From an optimization exercise on the open Yosys and OpenROAD flow, aimed at small area; shortcuts taken in it are not production practice.
RTL that was checked went through simulation tests only; none was proved equivalent to the original.
The flow treats the clock pin as an ideal source, which a real chip does not have.

## iob_axil_macc
module iob_axil_macc #(
   parameter DATA_W = 32
) (
   input                 clk_i,
   input                 cke_i,
   input                 arst_i,
   input  [       2-1:0] iob_csrs_axil_araddr_i,
   input                 iob_csrs_axil_arvalid_i,
   output                iob_csrs_axil_arready_o,
   output [  DATA_W-1:0] iob_csrs_axil_rdata_o,
   output [       2-1:0] iob_csrs_axil_rresp_o,
   output                iob_csrs_axil_rvalid_o,
   input                 iob_csrs_axil_rready_i,
   input  [       2-1:0] iob_csrs_axil_awaddr_i,
   input                 iob_csrs_axil_awvalid_i,
   output                iob_csrs_axil_awready_o,
   input  [  DATA_W-1:0] iob_csrs_axil_wdata_i,
   input  [DATA_W/8-1:0] iob_csrs_axil_wstrb_i,
   input                 iob_csrs_axil_wvalid_i,
   output                iob_csrs_axil_wready_o,
   output [       2-1:0] iob_csrs_axil_bresp_o,
   output                iob_csrs_axil_bvalid_o,
   input                 iob_csrs_axil_bready_i
);
Size in the first run: roughly 400 cells after synthesis, about 82 flip-flops, roughly 89 I/O pins, ~5300 µm² of cells after synthesis.
export LEC_CHECK = 0
export CAP_MARGIN = 20
export CORE_MARGIN = 2
export CORE_UTILIZATION = 40
export SLEW_MARGIN = 20
export SYNTH_HIERARCHICAL = 1
export SYNTH_MINIMUM_KEEP_SIZE = 0
create_clock -name core_clock -period 5.0 [get_ports {clk_i}]
standard.sh (not shown) runs the stock make flow with config.mk's settings and CLKGATE_MAP_FILE= SYNTH_SCRIPT=/design/flow/synth_recipe.tcl, a recipe that flattens the netlist after the stock synthesis.
==> flow/flow/run.sh <==
#!/bin/bash
# The standard layout (standard.sh), with four changes to how the
# layout is made:
#  - after floorplanning, every combinational cell from synthesis is swapped
#    to the smallest cell of its kind (flow/downsize.tcl); the later repair
#    steps size cells up again where timing, slew or load need it;
#  - the port buffers are buf_1 cells;
#  - the clock tree uses clkbuf_8 and no dummy loads;
#  - after clock tree synthesis, clock buffers are swapped to smaller ones
#    while every flip-flop clock pin keeps a slew under 110 ps
#    (flow/clkdown.tcl).
# Each step's full output goes to its own log file in this folder.
set -euo pipefail
RES="$PWD/orfs/results/sky130hd/iob_axil_macc/base"
ARGS=(
  "BUFFER_PORTS_ARGS=-buffer_cell sky130_fd_sc_hd__buf_1"
  "CTS_ARGS=-sink_clustering_enable -repair_clock_nets -dont_use_dummy_load -buf_list sky130_fd_sc_hd__clkbuf_8 -sink_clustering_size 30"
)
bash standard.sh "${ARGS[@]}" floorplan > standard_floorplan.log 2>&1
DS_ODB="$RES/2_floorplan.odb" openroad -no_init -exit flow/downsize.tcl > downsize.log 2>&1
bash standard.sh "${ARGS[@]}" cts > standard_cts.log 2>&1
PLATFORM_DIR="$FLOW_HOME/platforms/sky130hd" CD_ODB="$RES/4_cts.odb" CD_SDC="$RES/4_cts.sdc" \
  CLK_SLEW_TARGET=0.110 openroad -no_init -exit flow/clkdown.tcl > clkdown.log 2>&1
bash standard.sh "${ARGS[@]}" finish > standard_finish.log 2>&1
Other scripts of this flow, unchanged in this note and not shown: flow/flow/clkdown.tcl, flow/flow/downsize.tcl
Change:
--- a/flow/design.v
+++ b/flow/design.v
@@ -628,71 +628,71 @@
       end else begin
          en   <= en_d;
          load <= load_d;
          a    <= a_d;
          b    <= b_d;
       end
    end
    reg           en_int;
    reg  [   2:0] dn;
    reg           done_int;
-   reg  [  15:0] accn;   
+   reg  [  15:0] acc;   
    reg           az;
    reg           cz;
    reg  [   7:0] a_s;
    reg  [   7:0] b_s;
-   wire [  15:0] acc_sumn;
+   wire [  15:0] acc_sum;
    wire          enp = en & ~en_int;
    macc_tree macc (
-      .a (a_s),
-      .b (b_s),
-      .m (~(accn | {16{load | az}})),
-      .qn(acc_sumn)
+      .a(a_s),
+      .b(b_s),
+      .m(acc & {16{~(load | az)}}),
+      .q(acc_sum)
    );
    always @(posedge clk_i, negedge arst_i) begin
       if (!arst_i) begin
          en_int   <= 1'b0;
          dn       <= 3'd0;
          done_int <= 1'b0;
          az       <= 1'b1;
          cz       <= 1'b1;
       end else begin
          if (cke_i) begin
             en_int   <= en;
             dn       <= {dn[1:0], enp};
             done_int <= ~enp & (dn[2] | done_int);
             if (dn[2]) az <= 1'b0;
             cz <= az;
          end
       end
    end
    always @(posedge clk_i) begin
-      if (cke_i & dn[2]) accn <= acc_sumn;
+      if (cke_i & dn[2]) acc <= acc_sum;
    end
    always @(posedge clk_i) begin
       if (cke_i & dn[0]) begin
          a_s <= a;
          b_s <= b;
       end
    end
-   reg  [  15:0] cqn;
+   reg  [  15:0] cq;
    reg           dq;
    always @(posedge clk_i) begin
       if (cke_i) begin
-         cqn <= accn;
+         cq <= acc;
          dq <= done_int;
       end
    end
    wire ia0 = (ia == 2'd0);
    wire ia1 = (ia == 2'd1);
    wire ia2 = (ia == 2'd2);
-   assign iob_csrs_axil_rdata_o   = {~(cqn | {16{~ia1 | cz}}), 7'd0, dq & ia0, ia2, 6'd0, ia2};
+   assign iob_csrs_axil_rdata_o   = {cq & {16{ia1 & ~cz}}, 7'd0, dq & ia0, ia2, 6'd0, ia2};
    assign iob_csrs_axil_rresp_o   = 2'b0;
    assign iob_csrs_axil_rvalid_o  = rvalid;
    assign iob_csrs_axil_arready_o = rdy;
    assign iob_csrs_axil_wready_o  = rdy;
    assign iob_csrs_axil_awready_o = awready;
    assign iob_csrs_axil_bresp_o   = 2'b0;
    assign iob_csrs_axil_bvalid_o  = bvalid;
 endmodule
 module macc_mux #(
    parameter W = 1
@@ -701,21 +701,21 @@
    input  [W-1:0] d0,
    input  [W-1:0] d1,
    output [W-1:0] y
 );
    assign y = s ? d1 : d0;
 endmodule
 module macc_tree (
    input  [ 7:0] a,
    input  [ 7:0] b,
    input  [15:0] m,
-   output [15:0] qn
+   output [15:0] q
 );
    wire n1, n2;
    macc_ha h0 ((a[0] & b[5]), (a[1] & b[4]), n1, n2);
    wire n3, n4;
    macc_fa u0 ((a[0] & b[6]), (a[1] & b[5]), (a[2] & b[4]), n3, n4);
    wire n5, n6;
    macc_ha h1 ((a[3] & b[3]), (a[4] & b[2]), n5, n6);
    wire n7, n8;
    macc_fa u1 ((a[0] & b[7]), (a[1] & b[6]), (a[2] & b[5]), n7, n8);
    wire n9, n10;
@@ -828,21 +828,21 @@
    macc_fa u48 (m[1], n85, n114, n115, n116);
    wire n117, n118;
    macc_fa u49 (n86, n87, n116, n117, n118);
    wire n119, n120;
    macc_fa u50 (n88, n89, n118, n119, n120);
    wire n121, n122;
    macc_fa u51 (n90, n91, n120, n121, n122);
    wire [10:0] r0 = {m[15], n110, n108, n106, n104, n102, n100, n98, n96, n94, n92};
    wire [10:0] r1 = {n112, n111, n109, n107, n105, n103, n101, n99, n97, n95, n93};
    wire [10:0] rs = r0 + r1 + n122;
-   assign qn = {~rs[10], ~rs[9], ~rs[8], ~rs[7], ~rs[6], ~rs[5], ~rs[4], ~rs[3], ~rs[2], ~rs[1], ~rs[0], ~n121, ~n119, ~n117, ~n115, ~n113};
+   assign q = {rs[10], rs[9], rs[8], rs[7], rs[6], rs[5], rs[4], rs[3], rs[2], rs[1], rs[0], n121, n119, n117, n115, n113};
 endmodule
 module macc_fa (
    input  x,
    input  y,
    input  z,
    output s,
    output c
 );
    assign s = x ^ y ^ z;
    assign c = (x & y) | (x & z) | (y & z);
Effect: Fmax is higher by 4.2%; setup slack improved by 0.19 ns; wire length is lower by 5.9%; die area is higher by 0.86%; utilization is lower by 0.30 points; non-clock buffer count is lower by 8.
Function not checked in the first run of this note: the RTL went through the layout flow alone.

[what the ideal ports hide]
The flow's constraints put no driver on any port. The routed layouts listed below were extracted and timed again, unchanged, in two steps.
Step 1: set_driving_cell puts a clkbuf_16 on clk_i and a buf_2 on each other input, an assumption about the parent block.
Step 2 also shifts input and output timing later by t, the mid clock arrival at the registers, as if the neighbouring blocks saw the same clock.
a / b / c = ideal / step 1 / step 2; a / b = the first two.
| run | shift t [ns] | setup WS [ns] | hold slack, ns | latest minus earliest clock arrival (ns) | pins driven straight from the clock port |
|---|---|---|---|---|---|
| the first run | 0.591 | 0.224 / 0.224 / 0.224 | 0.424 / 0.424 / 0.424 | 0.032 / 0.033 | 1 |
| the second run | 0.524 | 0.419 / 0.419 / 0.419 | 0.419 / 0.419 / 0.419 | 0.028 / 0.028 | 1 |
After both steps setup and hold are still met in every run listed.
